Source: an optimization exercise on an open RTL-to-GDS flow (aim: small area, a short achievable clock period and few clock cycles). Production flows keep margins and buffers that such runs may drop. Only simulation tests tie the RTL to the original design; equivalence was not proved. Power and IR drop assume default switching activity.

<file path="config.mk">
export PLATFORM = sky130hd
export DESIGN_NAME = core_riscv
export DESIGN_NICKNAME = core_riscv
export VERILOG_FILES = /design/flow/design.v
export SDC_FILE = /design/flow/constraint.sdc
export NUM_CORES = 4
export LEC_CHECK = 0
export CAP_MARGIN = 20
export CORE_MARGIN = 2
export CORE_UTILIZATION = 60
export CTS_BUF_LIST = sky130_fd_sc_hd__clkbuf_16
export CTS_CLUSTER_DIAMETER = 80
export CTS_CLUSTER_SIZE = 24
export PLACE_DENSITY = 0.75
export SETUP_SLACK_MARGIN = 5
export SLEW_MARGIN = 20
</file>
<file path="constraint.sdc">
create_clock -name core_clock -period 10.0 [get_ports {clk}]
set_input_delay 2.0000 -clock core_clock [delete_from_list [all_inputs] [get_ports {clk}]]
set_output_delay 2.0000 -clock core_clock [all_outputs]
set_load 0.01 [all_outputs]
</file>
<file path="design.v">
module core_riscv (
    input  logic        clk,
    input  logic        rst_i,
    input  logic [31:0] imem_data_i,
    output logic [31:0] imem_addr_o,
    output logic        imem_rd_en_o,
    input  logic [31:0] dmem_data_i,
    output logic [31:0] dmem_data_o,
    output logic [31:0] dmem_addr_o,
    output logic        dmem_rd_en_o,
    output logic        dmem_wr_en_o,
    output logic [1:0]  dmem_size_o,
    output logic        dmem_sign_o
);
    logic [9:0]  pc_f;       
    logic [9:0]  pc_i;       
    logic        i_valid;
    logic        stall_r;    
    logic [31:0] ir;
    logic [31:0] pc_r;       
    logic [31:0] npc;        
    logic        use_npc;
    logic [31:0] et_r;       
    logic        use_et;     
    logic        r_valid;
    logic        is_lui, is_auipc, is_jal, is_jalr, is_br, is_ld, is_st, is_opi, is_op;
    logic        r_wr, use1, use2, r_pred, r_redi;
    logic [31:0] e_op1, e_op2, e_x;    
    logic [4:0]  e_rd;
    logic [2:0]  e_f3;
    logic        e_sub, e_s_add, e_s_slt, e_s_sltu, e_s_xor, e_s_or, e_s_and, e_s_sh, e_s_link;
    logic        e_shl, e_sra;
    logic        e_brq, e_jalrq, e_ldq, e_stq, e_wrq, e_kill;    
    logic        e_br, e_jalr, e_ld, e_st, e_wr, e_pred, e_k2, e_k3;
    assign e_br   = e_brq   & ~e_kill;
    assign e_jalr = e_jalrq & ~e_kill;
    assign e_ld   = e_ldq   & ~e_kill;
    assign e_st   = e_stq   & ~e_kill;
    assign e_wr   = e_wrq   & ~e_kill;
    logic [31:0] m_res, m_sd;
    logic [4:0]  m_rd;
    logic [1:0]  m_size;
    logic        m_sign, m_ld, m_st, m_wr;
    logic [31:0] w_res;
    logic [4:0]  w_rd;
    logic        w_ld, w_wr;
    logic [31:0] rf [1:31];
    logic [31:0] wb_data;
    assign wb_data = w_ld ? dmem_data_i : w_res;
    genvar gi;
    generate
        for (gi = 1; gi < 32; gi++) begin : g_rf
            always_ff @(posedge clk) begin
                if (w_wr && w_rd == gi) rf[gi] <= wb_data;
            end
        end
    endgenerate
    logic [4:0] rs1, rs2, rd;
    assign rs1 = ir[19:15];
    assign rs2 = ir[24:20];
    assign rd  = ir[11:7];
    logic [31:0] rf1, rf2;
    logic [31:0] rfa [0:31];
    always_comb begin
        rfa[0] = '0;
        for (int i = 1; i < 32; i++) rfa[i] = rf[i];
    end
    assign rf1 = rfa[rs1];
    assign rf2 = rfa[rs2];
    logic [4:0] q_op;
    assign q_op = imem_data_i[6:2];
    logic q_lui, q_auipc, q_jal, q_jalr, q_br, q_ld, q_st, q_opi, q_op_r;
    assign q_lui   = (q_op == 5'b01101);
    assign q_auipc = (q_op == 5'b00101);
    assign q_jal   = (q_op == 5'b11011);
    assign q_jalr  = (q_op == 5'b11001);
    assign q_br    = (q_op == 5'b11000);
    assign q_ld    = (q_op == 5'b00000);
    assign q_st    = (q_op == 5'b01000);
    assign q_opi   = (q_op == 5'b00100);
    assign q_op_r  = (q_op == 5'b01100);
    logic q_use1, q_use2, q_use2s, q_wr, q_pred;
    assign q_use1  = q_jalr | q_br | q_ld | q_st | q_opi | q_op_r;    
    assign q_use2  = q_br | q_op_r;                                   
    assign q_use2s = q_br | q_op_r | q_st;                            
    assign q_wr    = (q_lui | q_auipc | q_jal | q_jalr | q_ld | q_opi | q_op_r)
                     && (imem_data_i[11:7] != 5'd0);
    assign q_pred  = q_br & imem_data_i[31];
    logic q_jal4, q_redi;
    assign q_jal4 = q_jal & (imem_data_i[31:12] == 20'h00400);
    assign q_redi = (q_jal & ~q_jal4) | q_pred;
    logic [9:0] q_tgt_j, q_tgt_b, q_tgt;
    pfx_add #(.W(10)) u_qj (.a(pc_i), .b({imem_data_i[20], imem_data_i[30:22]}),
                            .ci(1'b0), .s(q_tgt_j), .co());
    pfx_add #(.W(10)) u_qb (.a(pc_i), .b({imem_data_i[7], imem_data_i[30:25], imem_data_i[11:9]}),
                            .ci(1'b0), .s(q_tgt_b), .co());
    assign q_tgt = q_jal ? q_tgt_j : q_tgt_b;
    logic i_redir;
    assign i_redir = i_valid & ~stall_r & q_redi;
    logic [2:0] f3;
    assign f3 = ir[14:12];
    logic r_ldw;
    assign r_ldw = r_valid & is_ld & r_wr;
    logic [31:0] imm_i, imm_s, imm_b, imm_u, imm_j;
    assign imm_i = {{21{ir[31]}}, ir[30:20]};
    assign imm_s = {{21{ir[31]}}, ir[30:25], ir[11:7]};
    assign imm_b = {{20{ir[31]}}, ir[7], ir[30:25], ir[11:8], 1'b0};
    assign imm_u = {ir[31:12], 12'b0};
    assign imm_j = {{12{ir[31]}}, ir[19:12], ir[20], ir[30:21], 1'b0};
    logic [31:0] r_tgt, r_pc4;
    pfx_add #(.W(32)) u_rt (.a(pc_r), .b(is_jal ? imm_j : imm_b), .ci(1'b0), .s(r_tgt), .co());
    assign r_pc4 = pc_r + 32'd4;
    logic r_fix;    
    assign r_fix = r_valid & r_redi;
    logic r_k1, r_k2, r_k3;
    assign r_k1 = (imm_b == 32'd4);
    assign r_k2 = (imm_b == 32'd8);
    assign r_k3 = (imm_b == 32'd12);
    logic hm1, hm2, hw1, hw2, lw1, lw2;
    assign hm1 = m_wr && (m_rd == rs1);
    assign hm2 = m_wr && (m_rd == rs2);
    assign hw1 = w_wr && (w_rd == rs1);
    assign hw2 = w_wr && (w_rd == rs2);
    assign lw1 = hw1 & w_ld & ~hm1;    
    assign lw2 = hw2 & w_ld & ~hm2;
    logic [31:0] v1, v2;    
    assign v1 = hm1 ? m_res : (hw1 ? w_res : rf1);
    assign v2 = hm2 ? m_res : (hw2 ? w_res : rf2);
    logic fe1, fe2, fes;
    assign fe1 = use1  & e_wr & (e_rd == rs1);
    assign fe2 = use2  & e_wr & (e_rd == rs2);
    assign fes = is_st & e_wr & (e_rd == rs2);
    logic [31:0] res;
    logic [31:0] op1_p, op2_p, x_p, op1_n, op2_n, x_n;
    assign op1_n = fe1 ? res : op1_p;
    assign op2_n = fe2 ? res : op2_p;
    assign x_n   = fes ? res : x_p;
    always_comb begin
        if (use1 & lw1)      op1_p = dmem_data_i;
        else if (is_lui)     op1_p = '0;
        else if (is_auipc)   op1_p = pc_r;
        else                 op1_p = v1;
        if (use2 & lw2)      op2_p = dmem_data_i;
        else if (use2)       op2_p = v2;
        else if (is_st)      op2_p = imm_s;
        else if (is_lui | is_auipc) op2_p = imm_u;
        else                 op2_p = imm_i;
        if (is_st & lw2)     x_p = dmem_data_i;
        else if (is_st)      x_p = v2;
        else if (is_br & ~r_pred) x_p = r_tgt;
        else                 x_p = r_pc4;
    end
    logic a_sub, a_add, a_slt, a_sltu, a_xor, a_or, a_and, a_sh, a_shl, a_sra;
    logic alu_rr;    
    assign alu_rr = is_op | is_opi;
    always_comb begin
        a_add  = is_lui | is_auipc | is_ld | is_st | (alu_rr & f3 == 3'b000);
        a_sub  = (is_op & f3 == 3'b000 & ir[30]) | (alu_rr & f3[2:1] == 2'b01) | is_br;
        a_slt  = alu_rr & f3 == 3'b010;
        a_sltu = alu_rr & f3 == 3'b011;
        a_xor  = alu_rr & f3 == 3'b100;
        a_or   = alu_rr & f3 == 3'b110;
        a_and  = alu_rr & f3 == 3'b111;
        a_sh   = alu_rr & f3[1:0] == 2'b01;
        a_shl  = ~f3[2];
        a_sra  = ir[30];
    end
    logic q_hit_r, q_hit_e, h_hit_e;
    assign q_hit_r = r_ldw & ((q_use1 & imem_data_i[19:15] == rd) |
                              (q_use2s & imem_data_i[24:20] == rd));
    assign q_hit_e = e_ld & e_wr & ((q_use1 & imem_data_i[19:15] == e_rd) |
                                    (q_use2s & imem_data_i[24:20] == e_rd));
    assign h_hit_e = e_ld & e_wr & ((use1 & rs1 == e_rd) |
                                    ((use2 | is_st) & rs2 == e_rd));
    logic [31:0] a, b, sd;
    assign a  = e_op1;
    assign b  = e_op2;
    assign sd = e_x;
    logic [31:0] b_in, sum;
    logic        cout;
    assign b_in = b ^ {32{e_sub}};
    pfx_add #(.W(32)) u_alu (.a(a), .b(b_in), .ci(e_sub), .s(sum), .co(cout));
    logic ltu, lt, eq;
    assign ltu = ~cout;
    assign lt  = (a[31] ^ b[31]) ? a[31] : sum[31];
    assign eq  = (a == b);
    logic [31:0] sh_in, sh_r, sh_out;
    logic [32:0] sh_w;
    always_comb begin
        for (int i = 0; i < 32; i++) sh_in[i] = e_shl ? a[31-i] : a[i];
    end
    assign sh_w = $signed({e_sra & a[31], sh_in}) >>> b[4:0];
    assign sh_r = sh_w[31:0];
    always_comb begin
        for (int i = 0; i < 32; i++) sh_out[i] = e_shl ? sh_r[31-i] : sh_r[i];
    end
    assign res = ({32{e_s_add}}  & sum)
               | ({32{e_s_slt}}  & {31'd0, lt})
               | ({32{e_s_sltu}} & {31'd0, ltu})
               | ({32{e_s_xor}}  & (a ^ b))
               | ({32{e_s_or}}   & (a | b))
               | ({32{e_s_and}}  & (a & b))
               | ({32{e_s_sh}}   & sh_out)
               | ({32{e_s_link}} & e_x);
    logic taken, redir_e;
    logic [31:0] e_tgt;
    assign taken   = (e_f3[2] ? (e_f3[1] ? ltu : lt) : eq) ^ e_f3[0];
    logic ok2, ok3, skip2, skip3;
    assign ok2     = e_k2 & r_valid & ~r_fix & ~stall_r & i_valid;
    assign ok3     = e_k3 & r_valid & ~r_fix & ~stall_r & i_valid & ~i_redir;
    assign skip2   = e_br & taken & ok2;
    assign skip3   = e_br & taken & ok3;
    assign redir_e = e_jalr | (e_br & (taken ^ e_pred) & ~(ok2 | ok3));
    assign e_tgt   = e_jalr ? {sum[31:1], 1'b0} : e_x;
    logic e_go, r_in;
    assign e_go = r_valid & ~stall_r;
    assign r_in = i_valid & ~stall_r;    
    always_ff @(posedge clk) begin
        if (rst_i)            pc_f <= '0;
        else if (redir_e)     pc_f <= e_tgt[11:2];
        else if (stall_r)     pc_f <= pc_f;
        else if (i_redir)     pc_f <= q_tgt;
        else                  pc_f <= pc_f + 10'd1;
        if (!stall_r) pc_i <= pc_f;
        if (rst_i || redir_e || i_redir) i_valid <= 1'b0;
        else if (!stall_r)               i_valid <= 1'b1;
        if (rst_i || redir_e)            stall_r <= 1'b0;
        else if (stall_r)                stall_r <= r_valid & h_hit_e;
        else                             stall_r <= i_valid & (q_hit_r | q_hit_e);
        if (!stall_r) begin
            ir       <= imem_data_i;
            is_lui   <= q_lui;
            is_auipc <= q_auipc;
            is_jal   <= q_jal;
            is_jalr  <= q_jalr;
            is_br    <= q_br;
            is_ld    <= q_ld;
            is_st    <= q_st;
            is_opi   <= q_opi;
            is_op    <= q_op_r;
            r_wr     <= q_wr;
            use1     <= q_use1;
            use2     <= q_use2;
            r_pred   <= q_pred;
            r_redi   <= q_redi;
        end
        if (rst_i || redir_e)  r_valid <= 1'b0;
        else if (!stall_r)     r_valid <= i_valid & ~skip3;
        if (r_in) pc_r <= use_et ? et_r : (use_npc ? npc : r_pc4);
        if (e_br | e_jalr) et_r <= e_tgt;
        if (rst_i)      npc <= '0;
        else if (r_fix) npc <= r_tgt;
        if (rst_i) begin
            use_et  <= 1'b0;
            use_npc <= 1'b1;
        end else if (redir_e) begin
            use_et  <= 1'b1;
        end else if (r_in) begin
            use_et  <= 1'b0;
            use_npc <= 1'b0;
        end else if (r_fix) begin
            use_npc <= 1'b1;
        end
        e_op1 <= op1_n;
        e_op2 <= op2_n;
        e_x   <= x_n;
        e_rd  <= rd;
        e_f3  <= f3;
        e_sub <= a_sub;
        e_s_add  <= a_add;
        e_s_slt  <= a_slt;
        e_s_sltu <= a_sltu;
        e_s_xor  <= a_xor;
        e_s_or   <= a_or;
        e_s_and  <= a_and;
        e_s_sh   <= a_sh;
        e_s_link <= is_jal | is_jalr;
        e_shl    <= a_shl;
        e_sra    <= a_sra;
        e_pred   <= r_pred;
        e_k2     <= r_k2;
        e_k3     <= r_k3;
        if (rst_i || !e_go) begin
            e_brq   <= 1'b0;
            e_jalrq <= 1'b0;
            e_ldq   <= 1'b0;
            e_stq   <= 1'b0;
            e_wrq   <= 1'b0;
        end else begin
            e_brq   <= is_br & ~r_k1;
            e_jalrq <= is_jalr;
            e_ldq   <= is_ld;
            e_stq   <= is_st;
            e_wrq   <= r_wr;
        end
        e_kill <= redir_e | skip2 | skip3;
        m_res  <= res;
        m_sd   <= sd;
        m_rd   <= e_rd;
        m_size <= e_f3[1:0];
        m_sign <= e_f3[2];
        if (rst_i) begin
            m_ld <= 1'b0;
            m_st <= 1'b0;
            m_wr <= 1'b0;
        end else begin
            m_ld <= e_ld;
            m_st <= e_st;
            m_wr <= e_wr;
        end
        w_res <= m_res;
        w_rd  <= m_rd;
        w_ld  <= m_ld;
        if (rst_i) w_wr <= 1'b0;
        else       w_wr <= m_wr;
    end
    assign imem_addr_o  = {20'd0, pc_f, 2'b00};
    assign imem_rd_en_o = ~stall_r;
    assign dmem_addr_o  = m_res;
    assign dmem_data_o  = m_sd;
    assign dmem_rd_en_o = m_ld;
    assign dmem_wr_en_o = m_st;
    assign dmem_size_o  = m_size;
    assign dmem_sign_o  = m_sign;
endmodule
module pfx_add #(
    parameter int W = 32
) (
    input  logic [W-1:0] a,
    input  logic [W-1:0] b,
    input  logic         ci,
    output logic [W-1:0] s,
    output logic         co
);
    localparam int L = (W > 32) ? 6 : (W > 16) ? 5 : (W > 8) ? 4 : (W > 4) ? 3 : (W > 2) ? 2 : 1;
    logic [(L+1)*W-1:0] gg, pp;
    assign gg[W-1:0] = a & b;
    assign pp[W-1:0] = a ^ b;
    genvar l, i;
    generate
        for (l = 0; l < L; l++) begin : g_lv
            for (i = 0; i < W; i++) begin : g_bt
                if (((i >> l) & 1) == 1) begin : g_cmb
                    localparam int J = ((i >> l) << l) - 1;
                    assign gg[(l+1)*W + i] = gg[l*W + i] | (pp[l*W + i] & gg[l*W + J]);
                    assign pp[(l+1)*W + i] = pp[l*W + i] & pp[l*W + J];
                end else begin : g_pass
                    assign gg[(l+1)*W + i] = gg[l*W + i];
                    assign pp[(l+1)*W + i] = pp[l*W + i];
                end
            end
        end
    endgenerate
    logic [W:0] c;
    assign c[0] = ci;
    generate
        for (i = 0; i < W; i++) begin : g_c
            assign c[i+1] = gg[L*W + i] | (pp[L*W + i] & ci);
        end
    endgenerate
    assign s  = pp[W-1:0] ^ c[W-1:0];
    assign co = c[W];
endmodule
</file>
<file path="run.sh">
#!/bin/bash
# synth_recipe.tcl (not shown) runs the flow's synth.tcl, then flattens the netlist and writes it again
# the make line also repeats each setting of config.mk as NAME=value (left out here)
make -C /OpenROAD-flow-scripts/flow DESIGN_CONFIG=/design/flow/config.mk WORK_HOME=/design/flow/orfs CLKGATE_MAP_FILE= SYNTH_SCRIPT=/design/flow/synth_recipe.tcl finish
</file>
==> PnR_summary.wiki, run 1 <==
{| class="wikitable"
! Metric !! Value
|-
| Result of the run || timing/DRC/antenna clean
|-
| Source of the worst hold timing path || m_ld$_SDFF_PP0_
|-
| Placed cells || between 7000 and 8000
|-
| Area of the mapped netlist || around 67000 um^2
|-
| Routability cong. || between 1 and 1.5
|-
| Clock Sinks || approximately 1400
|-
| WL met2 || 120000 um
|-
| Clock Tree Buf Depth || 3
|-
| Share of power burned in combinational logic || 0.167
|-
| Clock root buffer || clkbuf_16
|-
| Number of hold-slack violations in the final timing report || 0
|-
| Number of buffers and inverters on the critical path || 3
|-
| Total gr overflow || 0
|-
| Clock network latency to the later pin of the worst-skew pair || about 0.76 ns
|-
| H-tree depth reported by CTS || 3
|-
| Global router's overall resource usage || 0.517
|-
| Register-to-register path setup slack || about 4.8 ns
|-
| Placed instance area || 70400 um^2
|-
| Y dimension of the die || about 340 um
|-
| Number of standard-cell rows in the floorplan || 122
|-
| Reg2Reg Capture Point || e_x[3]$_DFF_P_
|-
| Cell-internal power || approximately 8.6 mW
|-
| Number of nets in the final layout || between 5000 and 6000
|-
| Placeable Area || 111000 um^2
|-
| Die boundary width || 338 um
|-
| Estimated wirelength of the detail-placed design || approximately 180000 um
|-
| Power Dens Cells || roughly 170 nW/um^2
|-
| Worst-case reg-to-reg path depth || 12
|-
| Worst-path maximum fanout || 23
|-
| Final cell utilization of the core || 0.657
|-
| Headroom to the max-slew limit || 0.162
|-
| Power, Total || roughly 12 mW
|-
| R2R Path Start || ir[23]$_DFFE_PN_
|-
| Total Negative Setup Slacks || 0 ns
|-
| Final number of max-transition violations || 0
|-
| Number of optimization iterations in the first detailed-route pass || 14
|-
| Share of cells above drive strength 1 || 0.0965
|-
| Period utilisation layout || 0.520
|-
| Synthesized flop and latch total || roughly 1400
|-
| Final period demand of the worst path || 5.20 ns
|-
| Total wire length || about 310000 um
|-
| Worst min-delay path category || register to register
|-
| Detail-routed net length per standard cell || approximately 43 um
|-
| Routed length on met3 || about 55000 um
|-
| Final setup viols || 0
|-
| Family with the most delay on the worst path || compound AO/OA/AOI/OAI gates
|-
| TritonCTS clock tree || done
|-
| Number of distinct library cells after synthesis || 87
|-
| Cts bufs inserted || 74
|-
| Antenna violations before repair || 19
|-
| Syn_area_per_cell || around 12 um^2
|-
| Via count of the first global-routing pass || about 53000
|-
| Worst Tran Pin Value || around 1.3 ns
|-
| I/O pin cnt || approximately 170
|-
| Post-Route M1 WL || about 95000 um
|-
| Capture endpoint of the worst hold path || w_ld$_DFF_P_
|-
| Net Switching || approximately 3.6 mW
|-
| Post-synthesis sequential area ratio || 0.579
|-
| Ordered list of cells on the worst path || buf_4, nor3b_2, buf_4, and2_2, buf_4, a22o_1, nor3_1, a31oi_1, o22ai_1, o211ai_1, o21a_1, mux2_2
|-
| Unrepaired setup endpoints after global routing || true
|-
| Initial detailed-routing violation count || around 14000
|-
| Fraction of registers with async set or reset after synthesis || 0
|-
| Achievable frequency || 0.192 GHz
|-
| Clock network fraction of total power || 0.283
|-
| Max capacitance violation total || 0
|-
| Number of vias per cell || between 8 and 9
|-
| Data arrival time of the critical path || slightly below 6 ns
|-
| Global-route wire length before repair || approximately 410000 um
|-
| Via Count || 58636
|-
| Number of nets with antenna violations after detailed routing || 0
|-
| Category of the worst setup path capture point || register
|-
| Count of flip-flops with a built-in enable after synthesis || 1105
|-
| Filler-free cell count of the finished design || ~7200
|-
| Static Leakage || about 26 nW
|-
| Fin Clk Skew || around 0.053 ns
|-
| Worst setup path class || register to register
|-
| Register clock-pin slew on the reported worst setup and hold paths || approximately 0.09 ns
|-
| Number of warnings printed during yosys synthesis || 3
|-
| Worst path slowest cell || a31oi_1
|-
| Max IR drop VDD || around 0.20 mV
|-
| Share of total power consumed by net switching || 0.297
|-
| Most repeated library cell on the critical path || buf_4
|-
| Longest individual stage delay on the worst path || ~0.88 ns
|-
| Crit path launch type || register
|-
| Final standard cell area without fillers || just over 70000 um^2
|-
| Worst hold path stage count || 0
|-
| Flip-flop cell with the highest count after synthesis || edfxtp_1
|-
| Count of hold-fix buffers inserted at cts || 0
|-
| Gate count of the mapped netlist || about 5700
|-
| Area Growth Syn to Fin || 8.41%
|-
| Pin count of the biggest net entering global routing || 67
|-
| Top layer used by detailed routing || met5
|-
| Residual DRC count || 0
|-
| Critical Path RT || about 11 ns
|-
| Count of buffers from port buffering || approximately 140
|-
| Floorplan die area || roughly 110000 um^2
|-
| Sequential Power Share || 0.550
|-
| Initial core utilization || 0.606
|}
## registers in the layout, summed over array words and instances (netlist names), 3 cells and up
name and count:
rf 992, ir 25, m_rd 5, pc_r 32, npc 32, et_r 32, e_f3 3, pc_f 10
e_op2 32, e_op1 32, w_res 32, m_res 32, pc_i 10, e_x 32, m_sd 32, e_rd 5
w_rd 5
## through the flow
| stage | setup slack, ns | hold WS, ns |
|---|---|---|
| global placement | 4.69 | 0.365 |
| floorplan | 5.81 | 0.329 |
| global route | 4.90 | 0.400 |
| detailed placement | 4.69 | 0.378 |
| CTS | 5.23 | 0.395 |
| finish | 4.80 | 0.399 |
## power groups by stage
stage | Combinational (mW) | Sequential [mW] | Clock (mW)
6_report | 2.04 | 6.72 | 3.46
5_1_grt | 2.10 | 6.72 | 3.60
4_1_cts | 1.91 | 6.71 | 3.40
3_5_place_dp | 1.90 | 6.84 | 0
3_3_place_gp | 1.88 | 6.83 | 0
2_1_floorplan | 1.15 | 6.71 | 0
## worst max-delay path by stage
stage                  startpoint                   end  slack [ns]  cells after the start
2_1_floorplan      imem_data_i[6]  pc_f[8]$_SDFFE_PP0P_        5.81                     13
3_3_place_gp      imem_data_i[30]  pc_f[9]$_SDFFE_PP0P_        4.69                     12
3_5_place_dp      imem_data_i[30]  pc_f[7]$_SDFFE_PP0P_        4.69                     12
4_1_cts        stall_r$_SDFF_PP0_          imem_rd_en_o        5.23                      3
5_1_grt          is_jal$_DFFE_PN_       e_x[21]$_DFF_P_        4.90                     13
6_report         ir[23]$_DFFE_PN_        e_x[3]$_DFF_P_        4.80                     12
## Yosys cell counts (33+ instances only)
master	instances	area, um^2
a22o_1	89	780
inv_1	146	548
clkbuf_1	301	1130
a222oi_1	46	460
o211ai_1	36	270
nor2_1	223	837
o21ai_0	199	996
buf_1	80	300
edfxtp_1	1105	33200
mux2_2	84	946
ha_1	137	1710
and3_1	108	676
dfxtp_1	285	5710
nand4_1	85	532
a211oi_1	58	435
xnor2_1	76	666
mux2i_1	96	961
nand2_1	454	1700
a221oi_1	93	815
nand3_1	140	701
a21oi_1	213	1070
o31ai_1	35	263
a221o_1	33	330
a22oi_1	752	5650
nor4_1	60	375
o21a_1	47	353
and2_1	52	325
a21o_1	45	338
nor3_1	77	385
mux4_2	48	1080
xor2_1	93	815
## area by class of cell
cell class / instances / area [um^2]
Antenna cell: 20 / 50.0
Clock buffer: 76 / 1900
Clock inverter: 28 / 348
Fill cell: 8426 / 38000
Inverter: 150 / 563
Multi-Input combinational cell: 3697 / 26500
Sequential cell: 1390 / 38900
Tap cell: 1488 / 1860
Timing Repair Buffer: 308 / 2680
## cell usage in the layout (no fill, tap or decap), types with 20 or more instances in the layout
cell type,n
edfxtp_1,1105
a22oi_1,752
nand2_1,451
dfxtp_1,278
a21oi_1,212
o21ai_0,196
nor2_1,182
buf_4,164
inv_1,152
clkdlybuf4s50_1,142
nand3_1,140
ha_1,137
and3_1,104
mux2i_1,96
xor2_1,93
a221oi_1,93
a22o_1,89
nand4_1,85
mux2_2,84
xnor2_1,76
clkbuf_16,76
nor3_1,73
a211oi_1,58
nor4_1,56
mux4_2,48
o21a_1,47
and2_2,47
a222oi_1,46
a21o_1,45
nor2_4,40
o211ai_1,36
o31ai_1,33
a221o_1,33
a2111oi_0,28
conb_1,22
diode_2,20
o21ai_1,20
## timing repair
item                       4_1_cts  5_1_grt
setup buffers                    2        0
gates resized for setup          0        5
pin swaps                        1        0
setup endpoints to repair        3       10
## logic make-up after synthesis
kind of cell,after synthesis,share of synthesized area
compound gates,1811,0.194
flops,1390,0.579
simple gates,1315,0.0946
buf+inv,586,0.0350
mux,231,0.0455
xor+xnor,169,0.0220
fa+ha+maj,149,0.0291
other cells,1,0.0000559
## routing by layer
metal	up-vias	global-route usage
met4	28	0.423
li1	22102	-
met2	6800	0.704
met3	2167	0.257
met5	-	0.0154
met1	27539	0.612
## worst reg2reg max path: stages (launching register included)
cell	delay (ns)
edfxtp_1	0.33
buf_4	0.38
nor3b_2	0.78
buf_4	0.32
and2_2	0.61
buf_4	0.61
a22o_1	0.25
nor3_1	0.05
a31oi_1	0.88
o22ai_1	0.24
o211ai_1	0.23
o21a_1	0.24
mux2_2	0.17
Testbench counts, summed over its fixed seeds: cycles 59,197.
==> run 2: changes to the inputs <==
--- a/design.v
+++ b/design.v
@@ -14,6 +14,7 @@
 );
     logic [9:0]  pc_f;       
     logic [9:0]  pc_i;       
+    logic        pc_f1, pc_i1;   
     logic        i_valid;
     logic        stall_r;    
     logic [31:0] ir;
@@ -91,9 +92,11 @@
     assign q_redi = (q_jal & ~q_jal4) | q_pred;
     logic [9:0] q_tgt_j, q_tgt_b, q_tgt;
     pfx_add #(.W(10)) u_qj (.a(pc_i), .b({imem_data_i[20], imem_data_i[30:22]}),
-                            .ci(1'b0), .s(q_tgt_j), .co());
+                            .ci(pc_i1 & imem_data_i[21]), .s(q_tgt_j), .co());
     pfx_add #(.W(10)) u_qb (.a(pc_i), .b({imem_data_i[7], imem_data_i[30:25], imem_data_i[11:9]}),
-                            .ci(1'b0), .s(q_tgt_b), .co());
+                            .ci(pc_i1 & imem_data_i[8]), .s(q_tgt_b), .co());
+    logic q_tgt1;
+    assign q_tgt1 = pc_i1 ^ (q_jal ? imem_data_i[21] : imem_data_i[8]);
     assign q_tgt = q_jal ? q_tgt_j : q_tgt_b;
     logic i_redir;
     assign i_redir = i_valid & ~stall_r & q_redi;
@@ -221,7 +224,13 @@
         else if (stall_r)     pc_f <= pc_f;
         else if (i_redir)     pc_f <= q_tgt;
         else                  pc_f <= pc_f + 10'd1;
-        if (!stall_r) pc_i <= pc_f;
+        if (rst_i)            pc_f1 <= 1'b0;
+        else if (redir_e)     pc_f1 <= e_tgt[1];
+        else if (i_redir)     pc_f1 <= q_tgt1;
+        if (!stall_r) begin
+            pc_i  <= pc_f;
+            pc_i1 <= pc_f1;
+        end
         if (rst_i || redir_e || i_redir) i_valid <= 1'b0;
         else if (!stall_r)               i_valid <= 1'b1;
         if (rst_i || redir_e)            stall_r <= 1'b0;
==> flow/run.sh (new file) <==
#!/bin/bash
set -euo pipefail
echo 'export SETUP_SLACK_MARGIN = 6' >> config.mk
bash standard.sh > standard.log 2>&1
==> standard.sh (new file) <==
#!/bin/bash
# synth_recipe.tcl (not shown) runs the flow's synth.tcl, then flattens the netlist and writes it again
# the make line also repeats each setting of config.mk as NAME=value (left out here)
make -C /OpenROAD-flow-scripts/flow DESIGN_CONFIG=/design/flow/config.mk WORK_HOME=/design/flow/orfs CLKGATE_MAP_FILE= SYNTH_SCRIPT=/design/flow/synth_recipe.tcl "${@:-finish}"
--- a/config.mk
+++ b/config.mk
@@ -12,5 +12,5 @@
 export CTS_CLUSTER_DIAMETER = 80
 export CTS_CLUSTER_SIZE = 24
 export PLACE_DENSITY = 0.75
-export SETUP_SLACK_MARGIN = 5
 export SLEW_MARGIN = 20
+export SETUP_SLACK_MARGIN = 6
removed: run.sh
==> PnR_summary.wiki, run 2 <==
{| class="wikitable"
! Metric !! Value
|-
| Number of nets with antenna violations after detailed routing || 0
|-
| Global router's overall resource usage || 0.519
|-
| Placed cells || slightly above 7000
|-
| Worst Tran Pin Value || 1.19 ns
|-
| Worst setup path class || register to register
|-
| Most repeated cell in the gate-level netlist after synthesis || edfxtp_1
|-
| Final standard cell area without fillers || around 75000 um^2
|-
| Leading cell type in the layout, fill and taps excluded || edfxtp_1
|-
| Area of the mapped netlist || between 60000 and 70000 um^2
|-
| Max reg flops || 992
|-
| Total wire length || between 300000 and 400000 um
|-
| Initial detailed-routing violation count || 14053
|-
| Global-route wire length before repair || approximately 420000 um
|-
| Launching element of the worst setup path || ir[21]$_DFFE_PN_
|-
| Synthesized flop and latch total || about 1400
|-
| Seq. cell area || ~39000 um^2
|-
| H-tree depth reported by CTS || 3
|-
| Share of cells above drive strength 1 || 0.116
|-
| Headroom to the max-slew limit || 0.199
|-
| Total of fill cells in the finished design || between 8000 and 9000
|-
| Clock Sinks || 1392
|-
| Category of the worst setup path capture point || register
|-
| Routability cong. || a little over 1
|-
| Data arrival time of the critical path || 4.91 ns
|-
| Max capacitance violation total || 0
|-
| Worst hold path stage count || 0
|-
| Post-synthesis sequential area ratio || 0.575
|-
| Leading cell types in the layout, fill and taps excluded || 1106 x edfxtp_1, 743 x a22oi_1, 469 x nand2_1
|-
| Source of the worst hold timing path || e_x[24]$_DFF_P_
|-
| Unrepaired setup endpoints after global routing || true
|-
| Pin count of the biggest net entering global routing || 75
|-
| Final number of max-transition violations || 0
|-
| TritonCTS clock tree || done
|-
| R2R Path Start || ir[21]$_DFFE_PN_
|-
| Antenna violations before repair || 14
|-
| Reg2Reg Capture Point || e_op2[30]$_DFF_P_
|-
| Gate count of the mapped netlist || between 5000 and 6000
|-
| Cts bufs inserted || 74
|-
| Number of standard-cell rows in the floorplan || ~120
|-
| Final setup viols || 0
|-
| Y dimension of the die || about 340 um
|-
| Initial core utilization || 0.604
|-
| Critical Path RT || 10.58 ns
|-
| Fraction of registers with async set or reset after synthesis || 0
|-
| Synth top area cells || edfxtp_1 49%, dfxtp_1 8.4%, a22oi_1 8.2%
|-
| Placed instance area || 71000 um^2
|-
| Via count of the first global-routing pass || approximately 54000
|-
| Clock Tree Buf Depth || 3
|-
| Count of hold-fix buffers inserted at cts || 0
|-
| Floorplan die area || 116000 um^2
|-
| Area Growth Syn to Fin || 10.2%
|-
| Total Negative Setup Slacks || 0 ns
|-
| Capture endpoint of the worst hold path || m_sd[24]$_DFF_P_
|-
| Biggest area consumer among synthesized cells || edfxtp_1
|-
| Number of nets in the final layout || between 6000 and 7000
|-
| Register-to-register path setup slack || between 5 and 6 ns
|-
| Worst min-delay path category || register to register
|-
| Static Leakage || roughly 27 nW
|-
| Result of the run || timing/DRC/antenna clean
|-
| Synth top area share || 0.490
|-
| Achievable frequency || about 0.23 GHz
|-
| Final period demand of the worst path || 4.33 ns
|-
| Clock network latency to the later pin of the worst-skew pair || approximately 0.74 ns
|-
| Crit path launch type || register
|-
| Flip-flop cell with the highest count after synthesis || edfxtp_1
|-
| Die boundary width || 340 um
|-
| Register clock-pin slew on the reported worst setup and hold paths || approximately 0.10 ns
|-
| Total area of multi-input combinational cells || 27500 um^2
|-
| Worst-path maximum fanout || 21
|-
| Power Dens Cells || approximately 160 nW/um^2
|-
| Number of hold-slack violations in the final timing report || 0
|-
| Via Count || about 60000
|-
| Number of distinct library cells after synthesis || 91
|-
| List of most frequent post-synthesis cells || 1106 x edfxtp_1, 743 x a22oi_1, 473 x nand2_1, 363 x clkbuf_1, 286 x dfxtp_1
|-
| Count of flip-flops with a built-in enable after synthesis || around 1100
|-
| Syn_area_per_cell || between 10 and 15 um^2
|-
| Total gr overflow || 0
|-
| Register name with the most flops || rf
|-
| Placeable Area || 112000 um^2
|-
| Residual DRC count || 0
|-
| Max IR drop VDD || between 0.2 and 0.25 mV
|-
| Number of vias per cell || a little over 8
|-
| Count of buffers from port buffering || around 140
|-
| Filler-free cell count of the finished design || ~7300
|-
| Number of warnings printed during yosys synthesis || 3
|-
| Estimated wirelength of the detail-placed design || approximately 180000 um
|-
| Worst-case reg-to-reg path depth || 13
|-
| I/O pin cnt || ~170
|-
| Clock root buffer || clkbuf_16
|-
| Fin Clk Skew || 0.0526 ns
|-
| Period utilisation layout || 0.433
|-
| Number of optimization iterations in the first detailed-route pass || 14
|-
| Detail-routed net length per standard cell || 42.2 um
|}
## run 2: power breakdown
part	internal, mW	total (mW)	switching, mW
combinational	0.732	2.14	1.40
clock	1.45	3.44	1.99
sequential	6.48	6.72	0.238
total	8.66	12.3	3.63
## run 2: layer usage
layer  track usage  vias to the layer above  wire, um  part of all wire
li1              -                    22655         -                 -
met1         0.621                    27944     94900              0.31
met5        0.0237                        -       737            0.0024
met3         0.258                     2281     58100              0.19
met2         0.709                     6961    121000              0.39
met4         0.404                       38     35700              0.11
## run 2: how the worst max path moves through the flow
stage / to / slack, ns / cells after the start
after floorplan: pc_f[9]$_SDFFE_PP0P_ / 5.92 / 10
after global placement: pc_f[3]$_SDFFE_PP0P_ / 4.43 / 11
after detailed placement: pc_f1$_SDFFE_PP0P_ / 4.37 / 11
after CTS: e_x[6]$_DFF_P_ / 5.94 / 13
after global routing: e_x[8]$_DFF_P_ / 5.97 / 13
final: e_op2[30]$_DFF_P_ / 5.67 / 13
## run 2: final cells by class
class | count | share of cell area
multi-input combinational | 3819 | 0.368
inverter | 148 | 0.00749
antenna | 7 | 0.000234
timing repair buffer | 380 | 0.0480
clock inverter | 25 | 0.00350
tap | 1500 | 0.0251
clock buffer | 78 | 0.0261
sequential | 1392 | 0.521
## run 2: per-stage QoR
step | setup WS, ns | total power, mW | hold slack [ns] | util
after global routing | 5.97 | 12.5 | 0.383 | 0.666
after global placement | 4.43 | 8.71 | 0.359 | 0.633
after floorplan | 5.92 | 7.88 | 0.344 | -
after detailed placement | 4.37 | 8.73 | 0.364 | 0.633
final | 5.67 | 12.3 | 0.376 | 0.666
after CTS | 5.94 | 12.0 | 0.374 | 0.659
## run 2: what timing repair did
item,4_1_cts,5_1_grt
endpoints found under the setup margin,111,99
cloned,3,2
setup buffers,28,37
resized for setup,113,99
pin swaps,10,24
## run 2: cell families (layout without fill, tap and decap cells)
logic type | Yosys count | after routing | synth area share
compound gates | 1818 | 1818 | 0.191
xor+xnor | 166 | 166 | 0.0215
other cells | 1 | 29 | 0.0000553
flops | 1392 | 1392 | 0.575
buf+inv | 611 | 631 | 0.0364
fa+ha+maj | 146 | 146 | 0.0276
mux | 224 | 224 | 0.0451
simple gates | 1442 | 1443 | 0.104
## run 2: critical path, cell delays in order, from the launching register on
cell and delay, ns:
edfxtp_1 0.42, buf_4 0.29, nor3b_4 0.35, buf_4 0.34, and2_4 0.38, buf_8 0.38, a22oi_1 0.17, nand4_1 0.14
nor4_1 0.07, a21oi_2 0.35, o22ai_1 0.15, o211ai_1 0.45, o21ai_0 0.22, a21oi_1 0.41
Testbench counts of run 2, summed over its fixed seeds: cycles 59,197.
==> run 3: changes to the inputs <==
--- a/config.mk
+++ b/config.mk
@@ -7,10 +7,10 @@
 export LEC_CHECK = 0
 export CAP_MARGIN = 20
 export CORE_MARGIN = 2
-export CORE_UTILIZATION = 60
+export CORE_UTILIZATION = 40
 export CTS_BUF_LIST = sky130_fd_sc_hd__clkbuf_16
 export CTS_CLUSTER_DIAMETER = 80
 export CTS_CLUSTER_SIZE = 24
-export PLACE_DENSITY = 0.75
+export PLACE_DENSITY = 0.6
 export SLEW_MARGIN = 20
 export SETUP_SLACK_MARGIN = 6
==> PnR_summary.wiki, run 3 <==
{| class="wikitable"
! Metric !! Value
|-
| Launching element of the worst setup path || ir[22]$_DFFE_PN_
|-
| Estimated wirelength of the detail-placed design || between 150000 and 200000 um
|-
| Gate count of the mapped netlist || 5800
|-
| Leading cell type in the layout, fill and taps excluded || edfxtp_1
|-
| Number of nets in the final layout || 6046
|-
| Share of total power consumed by net switching || 0.306
|-
| Compound-gate portion of the synthesized area || 0.191
|-
| Clock Tree Buf Depth || 3
|-
| Fraction of registers with async set or reset after synthesis || 0
|-
| Count of flip-flops with a built-in enable after synthesis || 1106
|-
| Placed cells || around 8000
|-
| Longest individual stage delay on the worst path || approximately 0.5 ns
|-
| Final setup viols || 0
|-
| H-tree depth reported by CTS || 3
|-
| Y dimension of the die || 416 um
|-
| Routability cong. || a little under 1
|-
| Max capacitance violation total || 0
|-
| Initial detailed-routing violation count || ~13000
|-
| Sequential Power Share || 0.530
|-
| Syn_area_per_cell || between 10 and 15 um^2
|-
| Filler-free cell count of the finished design || between 8000 and 9000
|-
| Share of power burned in combinational logic || 0.173
|-
| Basic-gate share of the synthesized area counting and, or, nand and nor cells || 0.104
|-
| Synth top area share || 0.490
|-
| Count of buffers from port buffering || roughly 140
|-
| Fin Clk Skew || roughly 0.064 ns
|-
| Share of cells above drive strength 1 || 0.125
|-
| Final number of max-transition violations || 0
|-
| Headroom to the max-slew limit || 0.152
|-
| Number of warnings printed during yosys synthesis || 3
|-
| Worst min-delay path category || register to register
|-
| Die boundary width || between 400 and 500 um
|-
| Achievable frequency || around 0.24 GHz
|-
| Clock root buffer || clkbuf_16
|-
| Final-layout worst hold slack || 0.385 ns
|-
| Crit path launch type || register
|-
| Number of optimization iterations in the first detailed-route pass || 10
|-
| Register clock-pin slew on the reported worst setup and hold paths || ~0.09 ns
|-
| Count of hold-fix buffers inserted at cts || 0
|-
| Antenna violations before repair || 17
|-
| Worst setup path class || register to register
|-
| List of most frequent post-synthesis cells || 1106 x edfxtp_1, 743 x a22oi_1, 473 x nand2_1, 363 x clkbuf_1, 286 x dfxtp_1
|-
| Data arrival time of the critical path || 4.83 ns
|-
| Unrepaired setup endpoints after global routing || true
|-
| Cts bufs inserted || 79
|-
| Multiplexer share of the synthesized area || 0.0451
|-
| Flip-flop cell with the highest count after synthesis || edfxtp_1
|-
| Number of standard-cell rows in the floorplan || between 150 and 200
|-
| Static Leakage || roughly 27 nW
|-
| Source of the worst hold timing path || e_x[25]$_DFF_P_
|-
| Worst-path maximum fanout || 21
|-
| Post-route setup slack || 5.83 ns
|-
| Clock Sinks || around 1400
|-
| Via count of the first global-routing pass || ~54000
|-
| Clock network fraction of total power || 0.297
|-
| Critical Path RT || 10.65 ns
|-
| Total Negative Setup Slacks || 0 ns
|-
| TritonCTS clock tree || done
|-
| Global-route wire length before repair || about 440000 um
|-
| Period utilisation layout || 0.417
|-
| Area of the mapped netlist || 67800 um^2
|-
| Initial core utilization || 0.401
|-
| Power Dens Cells || ~170 nW/um^2
|-
| Ordered list of cells on the worst path || buf_6, nor3b_2, buf_4, and2_4, buf_6, a22oi_1, nand2_1, nor4_1, a21oi_1, o22ai_1, o211ai_1, o21ai_0, buf_4, a21oi_1
|-
| Synthesized flop and latch total || about 1400
|-
| Total gr overflow || 0
|-
| Clock network latency to the later pin of the worst-skew pair || 0.80 ns
|-
| Placeable Area || around 170000 um^2
|-
| Final period demand of the worst path || roughly 4.2 ns
|-
| Area Growth Syn to Fin || 12.4%
|-
| Worst Tran Pin Value || 1.27 ns
|-
| Post-synthesis sequential area ratio || 0.575
|-
| Max reg flops || a little under 1000
|-
| Register name with the most flops || rf
|-
| Dominant combinational cell family by area after synthesis || compound AO/OA/AOI/OAI gates
|-
| Biggest area consumer among synthesized cells || edfxtp_1
|-
| Residual DRC count || 0
|-
| Number of vias per cell || 7.24
|-
| Worst setup slack after placement || about 4.3 ns
|-
| Floorplan die area || between 150000 and 200000 um^2
|-
| Cell-internal power || ~8.8 mW
|-
| Detail-routed net length per standard cell || a little over 40 um
|-
| Family with the most delay on the worst path || buffers and inverters
|-
| Pin count of the biggest net entering global routing || between 70 and 80
|-
| R2R Path Start || ir[22]$_DFFE_PN_
|-
| Net Switching || 3.87 mW
|-
| Number of buffers and inverters on the critical path || 4
|-
| Area share of fa/ha/maj cells after synthesis || 0.0276
|-
| Category of the worst setup path capture point || register
|-
| Final standard cell area without fillers || roughly 76000 um^2
|-
| Worst path slowest cell || and2_4
|-
| Via Count || approximately 59000
|-
| Number of nets with antenna violations after detailed routing || 0
|-
| Synth top area cells || edfxtp_1 49%, dfxtp_1 8.4%, a22oi_1 8.2%
|-
| Number of distinct library cells after synthesis || between 90 and 100
|-
| Result of the run || timing/DRC/antenna clean
|-
| Placed instance area || between 70000 and 80000 um^2
|-
| Most repeated cell in the gate-level netlist after synthesis || edfxtp_1
|-
| XOR/XNOR Fraction of Synth Area || 0.0215
|-
| Max IR drop VDD || 0.146 mV
|-
| I/O pin cnt || between 150 and 200
|-
| Global router's overall resource usage || 0.368
|-
| Total wire length || between 300000 and 400000 um
|-
| Final cell utilization of the core || 0.451
|-
| Leading cell types in the layout, fill and taps excluded || 1106 x edfxtp_1, 743 x a22oi_1, 471 x nand2_1
|-
| Power, Total || about 13 mW
|-
| Number of hold-slack violations in the final timing report || 0
|}
[run 3: worst paths after layout]
path                             to  slack [ns]  cells past startpoint
setup / recovery  e_op2[28]$_DFF_P_        5.83                     14
hold / removal     m_sd[25]$_DFF_P_        0.39                      0
setup reg to reg  e_op2[28]$_DFF_P_        5.83                     14
hold reg to reg    m_sd[25]$_DFF_P_        0.39                      0
[run 3: metal layers]
layer  wire length, um  vias to the layer above  global-route usage
li1                  -                    22720                   -
met1            109000                    28414               0.440
met2            138000                     5909               0.541
met3             51600                     1676               0.140
met4             32200                       18               0.270
met5               264                        -             0.00889
[run 3: area by class of cell]
cell class	count	area, um^2
antenna	10	25.0
clock buffer	80	2000
clock inverter	53	563
fill	15364	92700
inverter	148	564
multi-input combinational	3820	27600
sequential	1392	39000
tap	2218	2780
timing repair buffer	393	3690
[run 3: power by group through the flow]
stage               combinational, mW  clock [mW]  sequential (mW)
global placement                 1.96           0             6.83
global route                     2.26        3.92             6.72
floorplan                        1.16           0             6.72
detailed placement               1.97           0             6.83
finish                           2.19        3.76             6.71
CTS                              2.03        3.71             6.70
[run 3: repair_timing]
| item | CTS | global route |
|---|---|---|
| cloned | 4 | 2 |
| setup buffers | 40 | 27 |
| gates resized for setup | 137 | 97 |
| pin swaps | 9 | 19 |
| setup endpoints to repair | 130 | 95 |
[run 3: kinds of logic (layout without fill, tap and decap cells)]
family	Yosys count	after routing
other	1	32
xor gates and xnor gates	166	166
AOI/OAI and AO/OA	1818	1818
DFF	1392	1392
muxes	224	224
adders and majority gates	146	146
and+or+nand+nor	1442	1444
buffers and inverters	611	674
==> run 4: changes to the inputs <==
==> flow/run.sh (replaced) <==
#!/bin/bash
set -euo pipefail
echo 'export SETUP_SLACK_MARGIN = 6.5' >> config.mk
bash standard.sh > standard.log 2>&1
--- a/config.mk
+++ b/config.mk
@@ -13,4 +13,4 @@
 export CTS_CLUSTER_SIZE = 24
 export PLACE_DENSITY = 0.6
 export SLEW_MARGIN = 20
-export SETUP_SLACK_MARGIN = 6
+export SETUP_SLACK_MARGIN = 6.5
==> PnR_summary.wiki, run 4 <==
{| class="wikitable"
! Metric !! Value
|-
| Result of the run || timing/DRC/antenna clean
|-
| Clock root buffer || clkbuf_16
|-
| Fraction of registers with async set or reset after synthesis || 0
|-
| Number of nets with antenna violations after detailed routing || 0
|-
| Number of nets in the final layout || about 6300
|-
| Family with the most delay on the worst path || compound AO/OA/AOI/OAI gates
|-
| Via Count || just over 60000
|-
| Y dimension of the die || 416 um
|-
| Fin Clk Skew || between 0.04 and 0.05 ns
|-
| Leading cell types in the layout, fill and taps excluded || 1106 x edfxtp_1, 734 x a22oi_1, 463 x nand2_1
|-
| Number of hold-slack violations in the final timing report || 0
|-
| Initial core utilization || 0.401
|-
| Total wire length || about 340000 um
|-
| Die boundary width || between 400 and 500 um
|-
| Critical Path RT || approximately 11 ns
|-
| Placed instance area || around 72000 um^2
|-
| Total Negative Setup Slacks || 0 ns
|-
| Clock network latency to the later pin of the worst-skew pair || 0.76 ns
|-
| Period utilisation layout || 0.391
|-
| I/O pin cnt || around 170
|-
| Max reg flops || between 900 and 1000
|-
| Final setup viols || 0
|-
| Global router's overall resource usage || 0.377
|-
| Antenna violations before repair || 23
|-
| Data arrival time of the critical path || between 4 and 5 ns
|-
| Worst-path maximum fanout || 9
|-
| Power Dens Cells || between 150 and 200 nW/um^2
|-
| Most repeated cell in the gate-level netlist after synthesis || edfxtp_1
|-
| Ordered list of cells on the worst path || buf_12, xor2_1, ha_1, o21a_1, a221o_1, a31oi_4, nor3b_4, a311o_1, o221ai_4, buf_12, o2111a_2, nor3_4, buf_12, mux2i_1, nor2_1
|-
| Placeable Area || 169000 um^2
|-
| Final number of max-transition violations || 0
|-
| Number of buffers and inverters on the critical path || 3
|-
| Routability cong. || approximately 0.96
|-
| Number of standard-cell rows in the floorplan || 151
|-
| Area Growth Syn to Fin || 19.8%
|-
| Achievable frequency || 0.256 GHz
|-
| Static Leakage || 29.4 nW
|-
| Worst Tran Pin Value || roughly 1.3 ns
|-
| Worst min-delay path category || register to register
|-
| Register name with the most flops || rf
|-
| Clock Sinks || about 1400
|-
| Clock Tree Buf Depth || 3
|-
| Floorplan die area || 173000 um^2
|-
| Gate count of the mapped netlist || 5800
|-
| Flip-flop cell with the highest count after synthesis || edfxtp_1
|-
| Final period demand of the worst path || between 3 and 4 ns
|-
| Register clock-pin slew on the reported worst setup and hold paths || 0.10 ns
|-
| Detail-routed net length per standard cell || between 40 and 50 um
|-
| H-tree depth reported by CTS || 3
|-
| Count of flip-flops with a built-in enable after synthesis || 1106
|-
| Number of vias per cell || 7.21
|-
| Global-route wire length before repair || around 450000 um
|-
| Leading cell type in the layout, fill and taps excluded || edfxtp_1
|-
| Number of warnings printed during yosys synthesis || 3
|-
| Total of fill cells in the finished design || 15026
|-
| Syn_area_per_cell || between 10 and 15 um^2
|-
| Worst setup path class || register to register
|-
| Area of the mapped netlist || between 60000 and 70000 um^2
|-
| Headroom to the max-slew limit || 0.118
|-
| Via count of the first global-routing pass || 54985
|-
| List of most frequent post-synthesis cells || 1106 x edfxtp_1, 743 x a22oi_1, 473 x nand2_1, 363 x clkbuf_1, 286 x dfxtp_1
|-
| Pin count of the biggest net entering global routing || 68
|-
| Post-synthesis sequential area ratio || 0.575
|-
| Initial detailed-routing violation count || about 13000
|-
| Most repeated library cell on the critical path || buf_12
|-
| Post-route setup slack || 6.09 ns
|-
| Synthesized flop and latch total || around 1400
|-
| Max capacitance violation total || 0
|-
| Crit path launch type || register
|-
| Synth top area share || 0.490
|-
| Synth top area cells || edfxtp_1 49%, dfxtp_1 8.4%, a22oi_1 8.2%
|-
| Cts bufs inserted || slightly below 80
|-
| Power, Total || around 13 mW
|-
| Number of optimization iterations in the first detailed-route pass || 11
|-
| Category of the worst setup path capture point || register
|-
| Worst setup slack after placement || 4.51 ns
|-
| Biggest area consumer among synthesized cells || edfxtp_1
|-
| Final standard cell area without fillers || slightly above 80000 um^2
|-
| Max IR drop VDD || between 0.1 and 0.15 mV
|-
| Share of cells above drive strength 1 || 0.207
|-
| Estimated wirelength of the detail-placed design || roughly 200000 um
|-
| Number of distinct library cells after synthesis || between 90 and 100
|-
| Worst path slowest cell || dfxtp_4
|-
| TritonCTS clock tree || done
|-
| Total gr overflow || 0
|-
| Count of buffers from port buffering || roughly 140
|-
| Residual DRC count || 0
|-
| Final-layout worst hold slack || between 0.3 and 0.4 ns
|-
| Unrepaired setup endpoints after global routing || true
|-
| Count of hold-fix buffers inserted at cts || 0
|-
| Longest individual stage delay on the worst path || 0.42 ns
|}
==> run 4: cell types whose count changed in the layout (fill, tap and decap cells not counted), sizes merged, moves of 3 or more <==
cell	previous run	this run
clkdlybuf4s50	128	37
diode	10	26
clkinv	25	19
dlygate4sd2	9	86
bufbuf	2	5
clkbuf	82	95
clkinvlp	2	6
buf	247	500
clkdlybuf4s15	0	9
==> run 4: metal layers <==
metal  vias to the layer above  routed length, um  global-route usage
met5                         -                322                   0
met4                        14              34500               0.284
met3                      1746              54000               0.153
met2                      5995             142000               0.548
met1                     29455             113000               0.447
li1                      23272                  -                   -
==> run 4: final timing paths <==
path              slack (ns)  depth (start not counted)            start              endpoint
hold reg to reg         0.35                          0  m_ld$_SDFF_PP0_          w_ld$_DFF_P_
setup reg to reg        6.09                         15    e_sub$_DFF_P_  pc_f[3]$_SDFFE_PP0P_
setup / recovery        6.09                         15    e_sub$_DFF_P_  pc_f[3]$_SDFFE_PP0P_
hold / removal          0.35                          0  m_ld$_SDFF_PP0_          w_ld$_DFF_P_
==> run 4: power breakdown <==
group	total, mW	switching (mW)	internal (mW)
Clock	3.70	2.16	1.54
Sequential	6.73	0.243	6.48
Combinational	2.54	1.59	0.950
==> run 4: per-stage QoR <==
stage / cells / utilization
after floorplan: 5821 / -
after global placement: 7905 / 0.427
after detailed placement: 7905 / 0.427
after CTS: 8202 / 0.464
after global routing: 8367 / 0.480
final: 8388 / 0.481
==> run 4: final cells by class <==
cell class,count,area [um^2],area share
Multi-Input combinational cell,3819,29200,0.359
Timing Repair Buffer,657,7040,0.0867
Tap cell,2218,2780,0.0342
Clock buffer,78,1950,0.0240
Sequential cell,1392,39100,0.481
Clock inverter,50,559,0.00689
Antenna cell,26,65.1,0.000801
Inverter,148,571,0.00703
==> run 4: what timing repair did <==
| item | 4_1_cts | 5_1_grt |
|---|---|---|
| gates resized for setup | 684 | 301 |
| setup endpoints to repair | 248 | 146 |
| gates cloned | 14 | 13 |
| buffers inserted | 155 | 144 |
| hold endpoints to repair | 0 | 0 |
| pin swaps | 102 | 154 |
==> run 4: logic make-up after synthesis <==
family | share of synthesized area
adder cells (fa/ha/maj) | 0.0276
buffers and inverters | 0.0364
XOR/XNOR | 0.0215
AND/OR/NAND/NOR | 0.104
flip-flops | 0.575
multiplexers | 0.0451
AO/OA/AOI/OAI | 0.191
other | 0.0000553
==> run 5: changes to the inputs <==
==> flow/run.sh (replaced) <==
#!/bin/bash
set -euo pipefail
echo 'export SETUP_SLACK_MARGIN = 6.2' >> config.mk
bash standard.sh > standard.log 2>&1
--- a/config.mk
+++ b/config.mk
@@ -13,4 +13,4 @@
 export CTS_CLUSTER_SIZE = 24
 export PLACE_DENSITY = 0.6
 export SLEW_MARGIN = 20
-export SETUP_SLACK_MARGIN = 6.5
+export SETUP_SLACK_MARGIN = 6.2
==> PnR_summary.wiki, run 5 <==
{| class="wikitable"
! Metric !! Value
|-
| Worst path slowest cell || edfxtp_1
|-
| Fin Clk Skew || 0.0774 ns
|-
| Number of nets with antenna violations after detailed routing || 0
|-
| Worst-path maximum fanout || 22
|-
| Die boundary width || between 400 and 500 um
|-
| Max capacitance violation total || 0
|-
| Synth top area share || 0.490
|-
| Floorplan die area || 173000 um^2
|-
| Number of standard-cell rows in the floorplan || 151
|-
| Crit path launch type || register
|-
| Critical Path RT || between 10 and 15 ns
|-
| Capture endpoint of the worst hold path || w_ld$_DFF_P_
|-
| Headroom to the max-slew limit || 0.195
|-
| Total area of multi-input combinational cells || 28200 um^2
|-
| Syn_area_per_cell || between 10 and 15 um^2
|-
| TritonCTS clock tree || done
|-
| Via count of the first global-routing pass || between 50000 and 60000
|-
| Via Count || ~60000
|-
| Worst Tran Pin Value || roughly 1.2 ns
|-
| Result of the run || timing/DRC/antenna clean
|-
| Count of buffers from port buffering || between 100 and 150
|-
| Detail-routed net length per standard cell || 40.9 um
|-
| Register-to-register path setup slack || between 6 and 7 ns
|-
| I/O pin cnt || about 170
|-
| Antenna violations before repair || 22
|-
| Estimated wirelength of the detail-placed design || between 200000 and 250000 um
|-
| Fraction of registers with async set or reset after synthesis || 0
|-
| Worst setup slack after placement || around 4.5 ns
|-
| Ordered list of cells on the worst path || buf_12, buf_4, nor3b_2, buf_6, and2_4, buf_8, a22oi_1, nand2_1, nor4_1, a21oi_1, o22ai_1, o211ai_1, o21ai_4, a21oi_1
|-
| Global-route wire length before repair || roughly 450000 um
|-
| Reg2Reg Capture Point || e_op2[24]$_DFF_P_
|-
| Worst-case reg-to-reg path depth || 14
|-
| Leading cell types in the layout, fill and taps excluded || 1106 x edfxtp_1, 740 x a22oi_1, 469 x nand2_1
|-
| Y dimension of the die || a little over 400 um
|-
| Source of the worst hold timing path || m_ld$_SDFF_PP0_
|-
| H-tree depth reported by CTS || 3
|-
| Synth top area cells || edfxtp_1 49%, dfxtp_1 8.4%, a22oi_1 8.2%
|-
| Number of distinct library cells after synthesis || 91
|-
| Launching element of the worst setup path || ir[22]$_DFFE_PN_
|-
| Global router's overall resource usage || 0.372
|-
| Category of the worst setup path capture point || register
|-
| Longest individual stage delay on the worst path || about 0.45 ns
|-
| Residual DRC count || 0
|-
| Worst hold path stage count || 0
|-
| Leading cell type in the layout, fill and taps excluded || edfxtp_1
|-
| Post-route setup slack || about 6.0 ns
|-
| Total wire length || roughly 340000 um
|-
| Area of the mapped netlist || 67800 um^2
|-
| Placeable Area || about 170000 um^2
|-
| Clock root buffer || clkbuf_16
|-
| Max IR drop VDD || between 0.1 and 0.15 mV
|-
| Total Negative Setup Slacks || 0 ns
|-
| Seq. cell area || between 30000 and 40000 um^2
|-
| Synthesized flop and latch total || 1392
|-
| Share of cells above drive strength 1 || 0.154
|-
| Clock Sinks || 1392
|-
| Pin count of the biggest net entering global routing || 65
|-
| Clock network latency to the later pin of the worst-skew pair || about 0.8 ns
|-
| Final period demand of the worst path || 3.99 ns
|-
| Flip-flop cell with the highest count after synthesis || edfxtp_1
|-
| Data arrival time of the critical path || between 4 and 5 ns
|-
| R2R Path Start || ir[22]$_DFFE_PN_
|-
| Cts bufs inserted || about 80
|-
| Final standard cell area without fillers || slightly below 80000 um^2
|-
| Final setup viols || 0
|-
| Achievable frequency || about 0.25 GHz
|-
| Area Growth Syn to Fin || 15.0%
|-
| Worst setup path class || register to register
|-
| Post-synthesis sequential area ratio || 0.575
|-
| Total of fill cells in the finished design || ~15000
|-
| Placed instance area || 72200 um^2
|-
| Worst min-delay path category || register to register
|-
| Initial core utilization || 0.401
|-
| Number of nets in the final layout || 6121
|-
| Biggest area consumer among synthesized cells || edfxtp_1
|-
| Total gr overflow || 0
|-
| Initial detailed-routing violation count || between 10000 and 15000
|-
| Register name with the most flops || rf
|-
| Final number of max-transition violations || 0
|-
| Power Dens Cells || between 150 and 200 nW/um^2
|-
| Register clock-pin slew on the reported worst setup and hold paths || approximately 0.1 ns
|-
| Static Leakage || roughly 28 nW
|-
| Clock Tree Buf Depth || 3
|-
| Most repeated cell in the gate-level netlist after synthesis || edfxtp_1
|-
| Period utilisation layout || 0.399
|-
| Number of hold-slack violations in the final timing report || 0
|-
| Final cell utilization of the core || 0.461
|-
| Unrepaired setup endpoints after global routing || true
|-
| Number of warnings printed during yosys synthesis || 3
|-
| Power, Total || roughly 13 mW
|-
| Routability cong. || a little under 1
|-
| Gate count of the mapped netlist || slightly below 6000
|-
| List of most frequent post-synthesis cells || 1106 x edfxtp_1, 743 x a22oi_1, 473 x nand2_1, 363 x clkbuf_1, 286 x dfxtp_1
|-
| Max reg flops || a little under 1000
|-
| Count of flip-flops with a built-in enable after synthesis || ~1100
|-
| Most repeated library cell on the critical path || a21oi_1
|-
| Number of optimization iterations in the first detailed-route pass || 11
|-
| Number of vias per cell || a little over 7
|}
run 5: cell types whose count changed in the layout (fill, tap and decap cells not counted), moves of 20 or more:
cell / before / now
a21oi_1: 187 / 211
a21oi_2: 33 / 13
buf_12: 64 / 17
buf_4: 327 / 236
clkdlybuf4s50_1: 37 / 109
dlygate4sd2_1: 86 / 28
o21ai_0: 191 / 221
run 5: worst max-delay path by stage:
stage                      endpoint  cells after the start
3_5_place_dp   pc_f[1]$_SDFFE_PP0P_                     11
3_3_place_gp   pc_f[1]$_SDFFE_PP0P_                     11
4_1_cts        use_npc$_SDFFE_PP1P_                     17
2_1_floorplan  pc_f[3]$_SDFFE_PP0P_                     12
5_1_grt        pc_f[1]$_SDFFE_PP0P_                     15
6_report          e_op2[24]$_DFF_P_                     14
run 5: layout make-up:
| type | count | area share |
|---|---|---|
| Timing Repair Buffer | 465 | 0.0581 |
| Sequential cell | 1392 | 0.501 |
| Tap cell | 2218 | 0.0356 |
| Inverter | 148 | 0.00724 |
| Antenna cell | 22 | 0.000706 |
| Clock buffer | 84 | 0.0270 |
| Multi-Input combinational cell | 3820 | 0.362 |
| Clock inverter | 58 | 0.00913 |
run 5: critical path: cells and delay by family (launching register included):
family                 cells  cell delay (ns)
AO/OA/AOI/OAI              6             1.58
buffers and inverters      4             1.05
AND/OR/NAND/NOR            4             0.73
flip-flops                 1             0.45
run 5: stage by stage:
step | hold slack, ns | instances
2_1_floorplan | 0.344 | 5821
3_3_place_gp | 0.335 | 7904
3_5_place_dp | 0.338 | 7904
4_1_cts | 0.352 | 8116
5_1_grt | 0.362 | 8190
6_report | 0.352 | 8207
run 5: power breakdown:
part           internal [mW]  leakage, nW  switching, mW  total (mW)
Clock                   1.73         1.40           2.22        3.96
Combinational          0.826         13.7           1.51        2.34
Sequential              6.48         12.7          0.232        6.71
Total                   9.04         27.8           3.97        13.0
run 5: per-layer routing:
layer  routed length (um)  global-route usage
met5                   39                   0
met4                31200               0.272
met3                52500               0.153
met2               141000               0.540
met1               111000               0.442
run 5: logic make-up (layout without fill, tap and decap cells):
logic type	count (synthesis)	count (layout)	share of synthesized area
compound gates	1818	1818	0.191
xor+xnor	166	166	0.0215
fa+ha+maj	146	146	0.0276
buf+inv	611	755	0.0364
flops	1392	1392	0.575
mux	224	224	0.0451
other cells	1	44	0.0000553
simple gates	1442	1444	0.104
run 5: repair_timing:
action,4_1_cts,5_1_grt
buffers inserted,63,60
endpoints found under the setup margin,190,109
resized for setup,268,190
pin swaps,41,70
hold buffers,0,0
cloned,7,7
==> run 6: changes to the inputs <==
==> flow/run.sh (replaced) <==
#!/bin/bash
set -euo pipefail
echo 'export SETUP_SLACK_MARGIN = 6.8' >> config.mk
bash standard.sh > standard.log 2>&1
--- a/config.mk
+++ b/config.mk
@@ -13,4 +13,4 @@
 export CTS_CLUSTER_SIZE = 24
 export PLACE_DENSITY = 0.6
 export SLEW_MARGIN = 20
-export SETUP_SLACK_MARGIN = 6.2
+export SETUP_SLACK_MARGIN = 6.8
==> PnR_summary.wiki, run 6 <==
{| class="wikitable"
! Metric !! Value
|-
| Result of the run || timing/DRC/antenna clean
|-
| Global router's overall resource usage || 0.390
|-
| Worst-path maximum fanout || 8
|-
| Final standard cell area without fillers || 85300 um^2
|-
| Fraction of registers with async set or reset after synthesis || 0
|-
| Max capacitance violation total || 0
|-
| Pin count of the biggest net entering global routing || between 60 and 70
|-
| Max IR drop VDD || 0.149 mV
|-
| Area Growth Syn to Fin || 25.8%
|-
| Power Dens Cells || about 160 nW/um^2
|-
| Worst Tran Pin Value || about 1.3 ns
|-
| Estimated wirelength of the detail-placed design || ~190000 um
|-
| I/O pin cnt || roughly 170
|-
| R2R Path Start || e_sub$_DFF_P_
|-
| Post-route setup slack || 6.24 ns
|-
| Antenna violations before repair || between 40 and 50
|-
| Reg2Reg Capture Point || pc_f[0]$_SDFFE_PP0P_
|-
| Number of vias per cell || between 7 and 8
|-
| Synth top area cells || edfxtp_1 49%, dfxtp_1 8.4%, a22oi_1 8.2%
|-
| Number of optimization iterations in the first detailed-route pass || 13
|-
| Static Leakage || ~31 nW
|-
| Gate count of the mapped netlist || 5800
|-
| Placed instance area || ~72000 um^2
|-
| Leading cell type in the layout, fill and taps excluded || edfxtp_1
|-
| Worst min-delay path category || register to register
|-
| Worst-case reg-to-reg path depth || 16
|-
| Number of distinct library cells after synthesis || 91
|-
| Final number of max-transition violations || 0
|-
| Final cell utilization of the core || 0.505
|-
| Crit path launch type || register
|-
| Total wire length || ~360000 um
|-
| Initial core utilization || 0.401
|-
| Area of the mapped netlist || slightly below 70000 um^2
|-
| Clock network latency to the later pin of the worst-skew pair || 0.80 ns
|-
| Number of hold-slack violations in the final timing report || 0
|-
| Biggest area consumer among synthesized cells || edfxtp_1
|-
| Number of warnings printed during yosys synthesis || 3
|-
| Detail-routed net length per standard cell || just over 40 um
|-
| Leading cell types in the layout, fill and taps excluded || 1106 x edfxtp_1, 721 x a22oi_1, 456 x nand2_1
|-
| Final setup viols || 0
|-
| Register-to-register path setup slack || just over 6 ns
|-
| Capturing element of the worst setup path || pc_f[0]$_SDFFE_PP0P_
|-
| Total gr overflow || 0
|-
| Data arrival time of the critical path || 4.44 ns
|-
| Synth top area share || 0.490
|-
| H-tree depth reported by CTS || 3
|-
| Register clock-pin slew on the reported worst setup and hold paths || approximately 0.090 ns
|-
| Initial detailed-routing violation count || around 15000
|-
| Share of cells above drive strength 1 || 0.275
|-
| Syn_area_per_cell || between 10 and 15 um^2
|-
| Clock root buffer || clkbuf_16
|-
| Floorplan die area || 173000 um^2
|-
| Number of nets in the final layout || about 6500
|-
| Cts bufs inserted || 76
|-
| Period utilisation layout || 0.376
|-
| Critical Path RT || around 11 ns
|-
| Via Count || between 60000 and 70000
|-
| Unrepaired setup endpoints after global routing || true
|-
| Via count of the first global-routing pass || ~57000
|-
| Count of hold-fix buffers inserted at cts || 0
|-
| Post-synthesis sequential area ratio || 0.575
|-
| Global-route wire length before repair || 468000 um
|-
| Category of the worst setup path capture point || register
|-
| Final period demand of the worst path || approximately 3.8 ns
|-
| Synthesized flop and latch total || between 1000 and 1500
|-
| Most repeated cell in the gate-level netlist after synthesis || edfxtp_1
|-
| Achievable frequency || around 0.27 GHz
|-
| Residual DRC count || 0
|-
| Max reg flops || ~1000
|-
| Placeable Area || 169000 um^2
|-
| Clock Tree Buf Depth || 3
|}
run 6: cell counts after synthesis:
No cell type changed its count.
run 6: through the flow:
step	cells	hold slack [ns]	power, mW
3_3_place_gp	7892	0.368	8.79
5_1_grt	8568	0.375	13.5
6_report	8598	0.365	13.2
3_5_place_dp	7894	0.368	8.81
4_1_cts	8372	0.376	12.7
2_1_floorplan	5821	0.344	7.91
run 6: worst min-delay path by stage:
stage / to / start
floorplan: m_sd[0]$_DFF_P_ / e_x[0]$_DFF_P_
detailed placement: m_sd[25]$_DFF_P_ / e_x[25]$_DFF_P_
finish: m_sd[27]$_DFF_P_ / e_x[27]$_DFF_P_
CTS: m_sd[27]$_DFF_P_ / e_x[27]$_DFF_P_
global placement: m_sd[2]$_DFF_P_ / e_x[2]$_DFF_P_
global route: m_sd[27]$_DFF_P_ / e_x[27]$_DFF_P_
run 6: metal layers:
| layer | vias to the layer above | GRT usage | routed length, um |
|---|---|---|---|
| met3 | 2249 | 0.180 | 58900 |
| met1 | 30426 | 0.443 | 112000 |
| met5 | - | 0.0320 | 1300 |
| met4 | 38 | 0.350 | 41600 |
| li1 | 23696 | - | - |
| met2 | 6894 | 0.542 | 143000 |
run 6: repair_timing:
item                       4_1_cts  5_1_grt
cloned                          35       14
setup endpoints to repair      273      243
gates resized for setup       1336      399
setup buffers                  319      162
pin swaps                      213      235
run 6: layout make-up:
type | instances | area [um^2]
fill | 14408 | 83600
multi-input combinational | 3825 | 30800
antenna | 47 | 118
timing repair buffer | 843 | 9430
sequential | 1392 | 39100
inverter | 148 | 584
clock inverter | 47 | 457
clock buffer | 77 | 1930
timing repair inverter | 1 | 3.75
tap | 2218 | 2780
run 6: cells by family (layout without fill, tap and decap cells):
family,Yosys count,in the layout,share of synthesized area
flops,1392,1392,0.575
fa+ha+maj,146,146,0.0276
buf+inv,611,1116,0.0364
mux,224,224,0.0451
compound gates,1818,1818,0.191
xor+xnor,166,166,0.0215
other cells,1,69,0.0000553
simple gates,1442,1449,0.104
run 6: worst max-delay path, cell delays in order (launching register included):
cell	delay (ns)
dfxtp_4	0.37
buf_12	0.14
buf_16	0.15
xor2_2	0.14
ha_1	0.35
nand4_1	0.18
a2111o_1	0.47
a31o_4	0.30
a311o_1	0.39
o221ai_4	0.21
buf_12	0.16
a211oi_4	0.05
nor3_4	0.27
buf_6	0.15
buf_16	0.12
nor2_4	0.03
a211oi_2	0.16
run 6: power breakdown:
group	switching, mW	internal (mW)
clock network	2.11	1.49
registers	0.245	6.49
logic	1.72	1.16

Setup slack of run 6, layout unchanged: 6.235 ns with ideal ports, 6.235 ns with driving cells assumed (clock clkbuf_16, inputs buf_2), 5.517 ns with port delays also shifted by the 0.854 ns mid clock arrival.
